Context: an optimization exercise on an open-source flow, tuned for small area, a short achievable clock period and few clock cycles. The choices shown serve that exercise and are no tape-out recipe.
Function was checked by simulation only, so behaviour that the tests miss may differ from the original.
Power figures rest on the tool's default switching activity, not on a simulated workload.

Setup of run A:
Design gun, start of the top module:
module gun(
    input rst_i,
    input clk_i,
    input [15:0] sw_i,
    output busy,
    output [14:0] leds
);
Size: ~480 cells after synthesis, about 39 flip-flops, roughly 34 I/O pins, about 4100 sq um of cells after synthesis.
export LEC_CHECK = 0
export CAP_MARGIN = 20
export CORE_MARGIN = 2
export CORE_UTILIZATION = 40
export SETUP_SLACK_MARGIN = 0.5
export SLEW_MARGIN = 20
export SYNTH_HIERARCHICAL = 1
export SYNTH_MINIMUM_KEEP_SIZE = 0
create_clock -name core_clock -period 4.0 [get_ports {clk_i}]
standard.sh (not shown) runs the stock make flow with config.mk's settings and CLKGATE_MAP_FILE= SYNTH_SCRIPT=/design/flow/synth_recipe.tcl, a recipe that flattens the netlist after the stock synthesis.
==> flow/flow/run.sh <==
#!/bin/bash
set -euo pipefail
cd "$(dirname "${BASH_SOURCE[0]}")/.."
bash standard.sh finish ADDER_MAP_FILE= "BUFFER_PORTS_ARGS=-buffer_cell sky130_fd_sc_hd__buf_2" > standard_flow.log 2>&1
Run A completed; timing, DRC and antenna clean
Testbench counts of run A, summed over its fixed seeds: cycles 6,400.
Here is what was changed in the inputs of run B compared with run A.
Settings: SETUP_SLACK_MARGIN now 1.2, was 0.5.
## What came out
No run among run B and run A stopped early or left any final violation; all are clean. Looking only at total of plain and repair buffers excluding clock buffers, and setting everything else aside, the higher value of run B and run A goes to run B. On worst setup slack: run B sits above run A. Final net count grows by a few percent when moving from run A to run B.
What run C does differently from run B at the input level:
Settings: SETUP_SLACK_MARGIN: 1.2 -> 1.5.
==> notes.md <==
- Non-clock buffer count sits higher in run C than in run B.
- Taking run B as the reference point, the minimum setup slack in the final design of run C rises by 0.028 ns.
- Global-route usage over all layers sits higher in run C than in run B.
--- input diff run C..run D ---
Settings: SETUP_SLACK_MARGIN now 1.2, was 1.5; TNS_END_PERCENT now 10, previously not set.
### Flow results
Run C vs run D, origin of the worst setup path: r1[8]$_DFFE_PP_ vs vq[1]$_DFF_P_
Summary of run D over run C: sequential portion of the cell area rose 3.0 points, global-route wire length before repair fell about 9%, routed wire length on met2 fell 980 microns, clock group share of total power about even.
Taking run C as the reference, in run D leakage power lost 0.00036 uW; cell area after placement saw little to no change; synthesized area per cell stayed essentially flat; critical path depth picked up an extra 2.

Q:
Another version of the RTL of gun (not shown whole).
For scale: roughly 39 flip-flops, roughly 34 I/O pins, roughly 3900 um^2 of cells after synthesis.
Design gun, start of the top module:
module gun(
    input rst_i,
    input clk_i,
    input [15:0] sw_i,
    output busy,
    output [14:0] leds
);
wire [7:0] a = sw_i[15:8];
wire [6:0] b = sw_i[6:0];
reg c1, c2;          
reg [14:0] r0;
reg [14:0] r1;       
wire [8:0] v;
wire [14:0] sum, car;
reg [8:0] vq;         
reg [6:0] aq;         
wire [6:0] ap = {aq[6], aq[5], aq[4], aq[3], aq[2], aq[1], aq[0]};
gun_st1 st1(.a(a), .b(b), .v(v));
gun_out out(.r0(r0), .c({r1[13], r1[12], r1[11], r1[10], r1[8], r1[1]}), .y(leds));
wire [8:0] v2 = vq;
wire xp1 = ap[0] & v2[0];
wire xp2 = ap[0] & v2[1];
wire xp3 = ap[0] & v2[2];
wire xp4 = ap[0] & v2[3];
wire xp5 = ap[0] & v2[4];
wire xp6 = ap[0] & v2[5];
wire xp7 = ap[0] & v2[6];
wire xp8 = ap[0] & v2[7];
wire xp9 = ap[0] & v2[8];
wire xp10 = ap[1] & v2[0];
wire xp11 = ap[1] & v2[1];
wire xp12 = ap[1] & v2[2];
wire xp13 = ap[1] & v2[3];
wire xp14 = ap[1] & v2[4];
wire xp15 = ap[1] & v2[5];
wire xp16 = ap[1] & v2[6];
wire xp17 = ap[1] & v2[7];
wire xp18 = ap[1] & v2[8];
wire xp19 = ap[2] & v2[0];
wire xp20 = ap[2] & v2[1];
wire xp21 = ap[2] & v2[2];
wire xp22 = ap[2] & v2[3];
wire xp23 = ap[2] & v2[4];
wire xp24 = ap[2] & v2[5];
wire xp25 = ap[2] & v2[6];
wire xp26 = ap[2] & v2[7];
wire xp27 = ap[2] & v2[8];
wire xp28 = ap[3] & v2[0];
wire xp29 = ap[3] & v2[1];
wire xp30 = ap[3] & v2[2];
wire xp31 = ap[3] & v2[3];
wire xp32 = ap[3] & v2[4];
wire xp33 = ap[3] & v2[5];
wire xp34 = ap[3] & v2[6];
wire xp35 = ap[3] & v2[7];
wire xp36 = ap[3] & v2[8];
wire xp37 = ap[4] & v2[0];
wire xp38 = ap[4] & v2[1];
wire xp39 = ap[4] & v2[2];
wire xp40 = ap[4] & v2[3];
wire xp41 = ap[4] & v2[4];
wire xp42 = ap[4] & v2[5];
wire xp43 = ap[4] & v2[6];
wire xp44 = ap[4] & v2[7];
wire xp45 = ap[4] & v2[8];
wire xp46 = ap[5] & v2[0];
wire xp47 = ap[5] & v2[1];
wire xp48 = ap[5] & v2[2];
wire xp49 = ap[5] & v2[3];
wire xp50 = ap[5] & v2[4];
wire xp51 = ap[5] & v2[5];
wire xp52 = ap[5] & v2[6];
wire xp53 = ap[5] & v2[7];
wire xp54 = ap[5] & v2[8];
wire xp55 = ap[6] & v2[0];
wire xp56 = ap[6] & v2[1];
wire xp57 = ap[6] & v2[2];
wire xp58 = ap[6] & v2[3];
wire xp59 = ap[6] & v2[4];
  ...
clock: 4.0 ns
lec_check: 0
cap_margin: 20
core_margin: 2
core_utilization: 40
place_density: 0.75
setup_slack_margin: 1.2
slew_margin: 20
synth_hierarchical: 1
synth_minimum_keep_size: 0
Scripts as last shown in full above: flow/flow/run.sh
Testbench counts of Q, summed over its fixed seeds: cycles 6,400.
Edits applied to the flow inputs when going from Q to S:
Settings: PLACE_DENSITY: 0.75 -> unset; CAP_MARGIN: 20 -> 0; SLEW_MARGIN: 20 -> 0.
Results
Diff Q..S | count of nets left with antenna violations after detail routing | negligible
S vs. Q: utilization dropped 0.47 points, total wire length up 3.8%, clock period minus worst slack increased 0.017 ns, clock-buffer cell count has decreased, worst slew margin relative to its limit -2.3 points.

Starting RTL as in the previous note.
export LEC_CHECK = 0
export CAP_MARGIN = 20
export CORE_MARGIN = 2
export CORE_UTILIZATION = 40
export SETUP_SLACK_MARGIN = 1.2
export SLEW_MARGIN = 20
export SYNTH_HIERARCHICAL = 1
export SYNTH_MINIMUM_KEEP_SIZE = 0
create_clock -name core_clock -period 4.0 [get_ports {clk_i}]
Scripts as last shown in full above: flow/flow/run.sh
The baseline passed the timing, design-rule and antenna checks.
Testbench counts at the start, summed over its fixed seeds: cycles 6,400.
==> next run, changes <==
- PLACE_DENSITY: not set -> 0.45
After rerunning: The new run completed without violations; clock skew decreases by 0.0035 ns; fmax decreases by 1.1%; setup slack gets worse by 0.029 ns; cell area increases by 2.2%; core utilization increases by 0.96 points; total power increases by 2.5%; combinational power increases by about 5%; die area does not change.
==> next run, changes <==
- PLACE_DENSITY: 0.45 -> not set
- SETUP_SLACK_MARGIN: 1.2 -> 1.1
After rerunning:
- wire length came out lower by a few percent
- count of clock-buffer cells in the layout came out lower by 1
- flip-flop and latch count does not change
==> next run, changes <==
==> flow/flow/run.sh (replaced) <==
#!/bin/bash
set -euo pipefail
cd "$(dirname "${BASH_SOURCE[0]}")/.."
bash standard.sh finish "BUFFER_PORTS_ARGS=-buffer_cell sky130_fd_sc_hd__buf_2" > standard_flow.log 2>&1
- SETUP_SLACK_MARGIN: 1.1 -> 1.2
What happened: Worst setup slack loses 0.26 ns; via count drops by 20%; sequential power shrinks by 4.4%; design area rises by 1.7%; total power fell by 9.7%; routed wire length falls by 13%; first-iteration DRC count falls by 23%.
==> next run, changes <==
==> flow/flow/run.sh (replaced) <==
#!/bin/bash
set -euo pipefail
cd "$(dirname "${BASH_SOURCE[0]}")/.."
bash standard.sh finish ADDER_MAP_FILE= "BUFFER_PORTS_ARGS=-buffer_cell sky130_fd_sc_hd__buf_2" > standard_flow.log 2>&1
- ABC_AREA: not set -> 1
What happened: Hold slack is worse by 0.029 ns; utilization went down by 5.6 points; total power falls by 9.0%; final area increases by 11%; die area went up by 23%; wire length climbs by 38%; synthesized cell count went up by 130%.
==> next run, changes <==
- ABC_AREA: 1 -> not set
- SETUP_SLACK_MARGIN: 1.2 -> 1.3
Outcome:
- die area falls by 12%
- synthesized area goes down by 13%
- routed wire length is lower by about 13%
- maximum frequency is lower by about 3.5%
- setup slack degrades by 0.090 ns
- global-route usage drops by 0.36 points

Setup of build 14:
gun with an RTL version that a note above also has.
Size in the first run: ~480 cells after synthesis, ~39 flip-flops, roughly 34 I/O pins, roughly 4100 um^2 of cells after synthesis.
Settings: LEC_CHECK=0, CAP_MARGIN=20, CORE_MARGIN=2, CORE_UTILIZATION=40, SETUP_SLACK_MARGIN=1.2, SLEW_MARGIN=20, SYNTH_HIERARCHICAL=1, SYNTH_MINIMUM_KEEP_SIZE=0; clock period 4.0 ns.
==> flow/flow/run.sh <==
#!/bin/bash
set -euo pipefail
cd "$(dirname "${BASH_SOURCE[0]}")/.."
bash standard.sh finish ADDER_MAP_FILE= "BUFFER_PORTS_ARGS=-buffer_cell sky130_fd_sc_hd__buf_1" > standard_flow.log 2>&1
Build 14 completed end to end with timing, DRC and antenna clean.
Testbench counts of build 14, summed over its fixed seeds: cycles 6,400.
For build 52, these inputs were changed with respect to build 14:
Settings: swapping 1.2 for 1.3 in SETUP_SLACK_MARGIN.
==> flow/flow/run.sh <==
#!/bin/bash
set -euo pipefail
cd "$(dirname "${BASH_SOURCE[0]}")/.."
bash standard.sh finish ADDER_MAP_FILE= "BUFFER_PORTS_ARGS=-buffer_cell sky130_fd_sc_hd__buf_2" > standard_flow.log 2>&1
--- outcome ---
Summary: final wirelength, build 52 worse than build 14. Core utilization: build 52 higher than build 14. In build 52, the clock-buffer cell count came out 2 below the value in build 14. Build 52 vs build 14, classification of the worst setup path: flop to primary output vs flop to flop. Re number of nets with antenna violations after routing: no difference whatsoever between build 52 and build 14. The clock group share of total power number comes out higher for build 14 vs build 52. Non-clock buffer area fraction after layout in build 52 is 2.4 points above build 14. Comparing the two runs side by side, build 52 comes out behind build 14 on leakage power of the design. Sequential share of power in build 52 is 0.5 points lower than in build 14. | sequential cell area in the final layout | build 52 vs build 14 | 0.48% lower |.
Relative to build 52, the following input files were edited for build 57:
Settings: changing SETUP_SLACK_MARGIN from 1.3 to 2.0.
- In build 57 the sequential power turned out about 1% higher than in build 52.
- [compare] base=build 52 new=build 57: worst path setup slack after routing saw a decrease, total power went up, wire length of the first global-routing pass rose by about 19%.
- Number of signal-net buffers in the layout: build 57 vs build 52 up 67
- Flip-flop and latch share of the layout cell area for build 57: 4.8 points down relative to build 52
Edits applied to the flow inputs when going from build 57 to build 70:
Settings: swapping 2.0 for 1.0 in SETUP_SLACK_MARGIN.
==> notes.md <==
- For build 70 and build 57, there was not a single run that failed to finish clean.
- When build 70 is set beside build 57, its total length of routed wires turns out to be about 24% smaller.
- Build 57 has lower minimum period implied by the final worst setup slack than build 70.
- Via count: build 70 better than build 57
- Taking build 57 as the reference, in build 70 worst setup slack saw a decrease, required time at the endpoint of the critical path saw an increase, filler cell count saw an increase, clock share of power saw an increase.
- Of build 70 and build 57, build 57 shows the higher layout buffer count excluding clock buffers, with build 70 below it.
- Of build 70 and build 57, the run reporting the higher final-layout worst hold slack was build 70.
- Build 70 vs build 57 — first-pass GRT wire length dropped 18%.
- Comparing build 70 and build 57, the lower internal power was measured on build 70.

static timing again, ports no longer ideal:
Ports are ideal in the flow. The routed layouts listed here were re-timed in OpenROAD. Step 1, drivers: a clkbuf_16 drives clk_i and a buf_2 each remaining input, both assumed. Step 2 adds t to the input delays and takes it off the output delays; t is the mean of the earliest and latest rising clock arrival at the registers after step 1. Input paths then give back, and output paths get back, about the clock's delay inside the block. Slacks: ideal / step 1 / step 2; pairs: ideal / step 1.
| run | t, ns | setup WS [ns] | worst data-port slew with drivers (ns) |
|---|---|---|---|
| run A | 0.328 | 0.995 / 0.995 / 0.995 | 0.03 |
| run B | 0.325 | 1.283 / 1.255 / 1.260 | 0.03 |
| run C | 0.322 | 1.311 / 1.280 / 1.217 | 0.03 |
| run D | 0.324 | 1.239 / 1.239 / 1.239 | 0.03 |
| Q | 0.318 | 1.334 / 1.330 / 1.299 | 0.04 |
| S | 0.329 | 1.317 / 1.317 / 1.300 | 0.03 |
| the first run of note 3 | 0.329 | 1.317 / 1.317 / 1.300 | 0.03 |
| the second run of note 3 | 0.336 | 1.288 / 1.288 / 1.288 | 0.03 |
| the third run of note 3 | 0.332 | 1.176 / 1.176 / 1.176 | 0.03 |
| the fourth run of note 3 | 0.322 | 0.919 / 0.919 / 0.919 | 0.04 |
| the fifth run of note 3 | 0.331 | 1.484 / 1.451 / 1.718 | 0.03 |
| the sixth run of note 3 | 0.332 | 1.394 / 1.372 / 1.293 | 0.03 |
| build 14 | 0.324 | 1.278 / 1.268 / 1.161 | 0.03 |
| build 52 | 0.331 | 1.316 / 1.279 / 1.243 | 0.03 |
| build 57 | 0.335 | 1.259 / 1.224 / 1.314 | 0.06 |
| build 70 | 0.328 | 1.127 / 1.127 / 1.127 | 0.03 |
After both steps setup and hold are still met in every run listed. For build 14, which loses most, drivers alone change the setup slack by -0.010 ns; drivers and shift together by -0.117 ns.
